This is an optimization exercise on Yosys and OpenROAD, whose aim is small area and a short achievable clock period, not a production implementation. Function was checked by simulation only, so behaviour that the tests miss may differ from the original. No activity file was given, so power comes from the tool's default toggle rates.

[flow/config.mk]
export PLATFORM = sky130hd
export DESIGN_NAME = alu_stage
export DESIGN_NICKNAME = alu_stage
export VERILOG_FILES = /design/flow/design.v
export SDC_FILE = /design/flow/constraint.sdc
export NUM_CORES = 4
export LEC_CHECK = 0
export CAP_MARGIN = 20
export CORE_MARGIN = 2
export CORE_UTILIZATION = 40
export SLEW_MARGIN = 20
[flow/constraint.sdc]
create_clock -name core_clock -period 33.0 [get_ports {clk}]
set_input_delay 6.6000 -clock core_clock [delete_from_list [all_inputs] [get_ports {clk}]]
set_output_delay 6.6000 -clock core_clock [all_outputs]
set_load 0.01 [all_outputs]
[flow/design.v]
module alu(input signed [15:0] a,b, input [3:0] funct,
				output reg signed [15:0] out, output reg signed [15:0] r15);
reg signed [31:0] prod;
always@(*)
begin
		prod = a * b;
		out = 16'sd0;
		r15 = 16'sd0;
		case(funct)
			4'b0000:begin
				out = a + b;
			end
			4'b0001:begin
				out = a - b;
			end
			4'b0100:begin
				out = prod[15:0];
				r15 = prod[31:16];
			end
			4'b0101:begin
				if (b == 16'sd0) begin
					out = -16'sd1;
					r15 = a;
				end else begin
					out = a / b;
					r15 = a % b;
				end
			end
			default:begin
				out = 16'sd0;
				r15 = 16'sd0;
			end
		endcase
end
endmodule
module alu_stage(input clk, input [15:0] a, b, input [3:0] funct,
				output [15:0] out, output [15:0] r15);
reg [15:0] a_q, b_q;
reg [3:0]  funct_q;
reg [15:0] out_q, r15_q;
wire [15:0] alu_out, alu_r15;
alu u_alu(.a(a_q), .b(b_q), .funct(funct_q), .out(alu_out), .r15(alu_r15));
always@(posedge clk)
begin
	a_q     <= a;
	b_q     <= b;
	funct_q <= funct;
	out_q   <= alu_out;
	r15_q   <= alu_r15;
end
assign out = out_q;
assign r15 = r15_q;
endmodule
[flow/run.sh]
#!/bin/bash
# synth_recipe.tcl (not shown) runs the flow's synth.tcl, then flattens the netlist and writes it again
# the make line also repeats each setting of config.mk as NAME=value (left out here)
make -C /OpenROAD-flow-scripts/flow DESIGN_CONFIG=/design/flow/config.mk WORK_HOME=/design/flow/orfs CLKGATE_MAP_FILE= SYNTH_SCRIPT=/design/flow/synth_recipe.tcl finish
==> results.yml <==
place:
  io_buffers: 68
  placed_cells: 3587
  post_dp_cell_area_sq_um: 24100
  gp_congestion: 1.03
  hpwlAfterDp_um: 63500
flow_run:
  cap_violations: 0
die:
  die_h_um: 240
  ios: 69
  dieArea_sq_um: 57400
  die_w_um: 240
  rows: 86
  core_area_sq_um: 55000
  start_util_pct: 40.4
grt:
  grt_start_max_net_pins: 49
  grt_pass1_vias: 21200
  grt-ovfl-total: 0
  grtUsageTotal_pct: 28.5
  antenna_found_initial: 0
  grt_pass1_wl_um: 124000
setup_path:
  slowest_stage: "or4_4"
  startpoint_type: "flop"
  worstPathMaxFanout: 20
  crit_top_cell: "ha_1"
  critical_path_class: "reg -> reg"
  worstPathRequired_ns: 33.26
  critPathMaxStageDelay_ns: 0.59
  arrival_ns: 31.65
  critPathCaptureType: "flop"
logic_synthesis:
  synth_async_sr_flop_share_pct: 0
  yosysMostFrequentCell: "inv_1"
  synth_warnings: 2
  ys.flop_type: "dfxtp_1"
  yosysTopAreaCellShare_pct: 23.8
  yosysSeqAreaShare_pct: 6.13
  synth_nets: 3342
  ys_types: 96
  netlist_area_sq_um: 22200
  synth_common_cells: "inv_1 (337), nand2_1 (293), fa_1 (264), ha_1 (240), nor2_1 (198)"
  syn_inst: 2801
  syn_avg_cell_area_sq_um: 7.93
  yosys.area.top_type: "fa_1"
  synth_edf_count: 0
  ys_ff_latch: 68
  synth_area_leaders: "fa_1 (24%), ha_1 (14%), dfxtp_1 (6.1%)"
detailed_routing:
  viasPerCell: 5.93
  routedWlPerCell_um: 22.5
  dr.pass1.iters: 8
  met2_wirelength_um: 36500
  wl_um: 81600
  drt_iter0_markers: 2266
  wl_met3_um: 7370
  num_vias: 21500
  final_antenna_net_count: 0
  wl_met1_um: 34600
  top_layer_used: "met4"
  remaining_drc_errors: 0
status:
  run_status: "complete, no violations"
cells_and_area:
  area_growth_pct: 11.8
  nNetsFinal: 3410
  stdcell_count: 3621
  drive_above_1_share_pct: 8.70
  diodes: 0
  fin_area_sq_um: 24800
  fillers: 5474
pwr:
  netSwitchingFraction_pct: 57.5
  pwr-share-seq_pct: 3.5
  p_sw_mw: 1.65
  ir_drop_v: 0.000152
  pwr-share-comb_pct: 93.1
  p_clk_share_pct: 3.4
  power_density_nw_per_um2: 115
  power.internal_mw: 1.22
  leakage_nw: 11.4
clock_tree:
  htree_levels: 3
  clockBufferDepth: 2
  cts_made_buffers: 9
  cts.sinks: 68
  cts_hold_buf: 0
  clock_latency_ns: 0.39
  root_buffer: "clkbuf_16"
  clkTransAtPathRegs_ns: 0.07
  cts_tree: "done"
sta:
  period_needed_ns: 31.39
  fin_crit_sh_pct: 95.1
  relSlewSlack_pct: 27.0
  finalMaxSlewViolations: 0
  tightest_slew_ns: 1.09
  hold_viol: 0
  max_freq_mhz: 31.9
  setup_viol: 0
  skew_ns: 0.0204
  tns_ns: 0
worst_hold_path:
  worstHoldPathType: "reg -> reg"
## path summary, 6_finish.rpt
kind,startpoint,end,slack (ns),depth (start not counted)
worst max register to register,b_q[1],r15_q[12],1.61,132
worst max-delay path,b_q[1],r15_q[12],1.61,132
worst min register to register,funct_q[3],out_q[8],0.68,2
worst min-delay path,funct_q[3],out_q[8],0.68,2
## cells in the final DEF, fill, tap and decap left out, types with 68 or more instances in the layout
master	Yosys	routed
and2_1	112	111
fa_1	264	264
nand2_1	293	288
nor2_1	198	197
xnor2_1	105	103
o21ai_0	121	118
xor2_1	73	73
a21oi_1	156	147
clkdlybuf4s50_1	0	68
ha_1	240	235
buf_4	2	106
inv_1	337	335
## critical path, delay by kind of cell (launching register included)
family	cells	cell delay [ns]
AO/OA/AOI/OAI	63	14.53
flip-flops	1	0.36
multiplexers	4	1.29
XOR/XNOR	2	0.36
AND/OR/NAND/NOR	32	7.51
buffers and inverters	15	2.34
adder cells (fa/ha/maj)	16	4.82
## sequential cells by signal (all words and copies together), names as in the netlist
register  count
a_q          16
r15_q        16
funct_q       4
out_q        16
b_q          16
## per-layer routing
layer  up-vias  track usage, %
li1       9713               -
met1     10600            38.0
met2       988            44.8
met3       165            6.41
met4         0            10.6
met5         -               0
## through the flow
stage | power (mW) | util (%) | hold WS, ns | worst slack (ns)
2_1_floorplan | 2.01 | - | 0.534 | 1.33
3_3_place_gp | 2.65 | 43.8 | 0.656 | -0.416
3_5_place_dp | 2.67 | 43.8 | 0.637 | -1.25
4_1_cts | 2.80 | 44.4 | 0.657 | 0.0233
5_1_grt | 3.14 | 45.2 | 0.697 | -0.104
6_report | 2.87 | 45.2 | 0.679 | 1.61
## power groups by stage
stage	sequential (mW)	clock, mW	combinational (mW)
CTS	0.100	0.0988	2.60
finish	0.101	0.0964	2.67
global route	0.101	0.102	2.94
detailed placement	0.102	0	2.57
global placement	0.102	0	2.55
floorplan	0.102	0	1.91
## cell type report
cell class	instances	area (sq um)	share of cell area [%]
Multi-Input combinational cell	2272	19500	78.4
Timing Repair Buffer	178	1520	6.12
Sequential cell	68	1360	5.49
Inverter	338	1280	5.14
Tap cell	748	936	3.77
Clock buffer	11	243	0.977
Clock inverter	4	26.3	0.106
Timing Repair inverter	2	12.5	0.0504
## what timing repair did
item | in CTS | in global routing
setup buffers | 2 | 14
pin swaps | 1 | 8
cloned | 1 | 2
gates resized for setup | 13 | 66
endpoints found under the setup margin | 27 | 32
## logic make-up after synthesis
group / Yosys count / synth area share (%)
xor gates and xnor gates: 179 / 7.09
DFF: 68 / 6.13
buffers and inverters: 461 / 7.90
adders and majority gates: 504 / 37.3
and+or+nand+nor: 898 / 19.6
muxes: 25 / 1.17
AOI/OAI and AO/OA: 666 / 20.8

[what the ideal ports hide]
Ports are ideal in the flow. The routed layout listed here was re-timed in OpenROAD.
Step 1 sets driving cells, clkbuf_16 on the clock port and buf_2 on the other inputs (assumed; they add their load-dependent delay and slew).
Step 2 adds t to the input delays and takes it off the output delays; t is the mean of the earliest and latest rising clock arrival at the registers after step 1. Input paths then give back, and output paths get back, about the clock's delay inside the block.
Three values: ideal, step 1, step 2; two values: the first two.
shift t [ns]: 0.430
setup slack, ns: 1.609 / 1.609 / 1.609
hold WS [ns]: 0.679 / 0.679 / 0.679
worst setup path after step 2: register to register
After both steps this run still meets setup and hold. For this run, drivers alone change the setup slack by 0.000 ns; drivers and shift together by 0.000 ns.
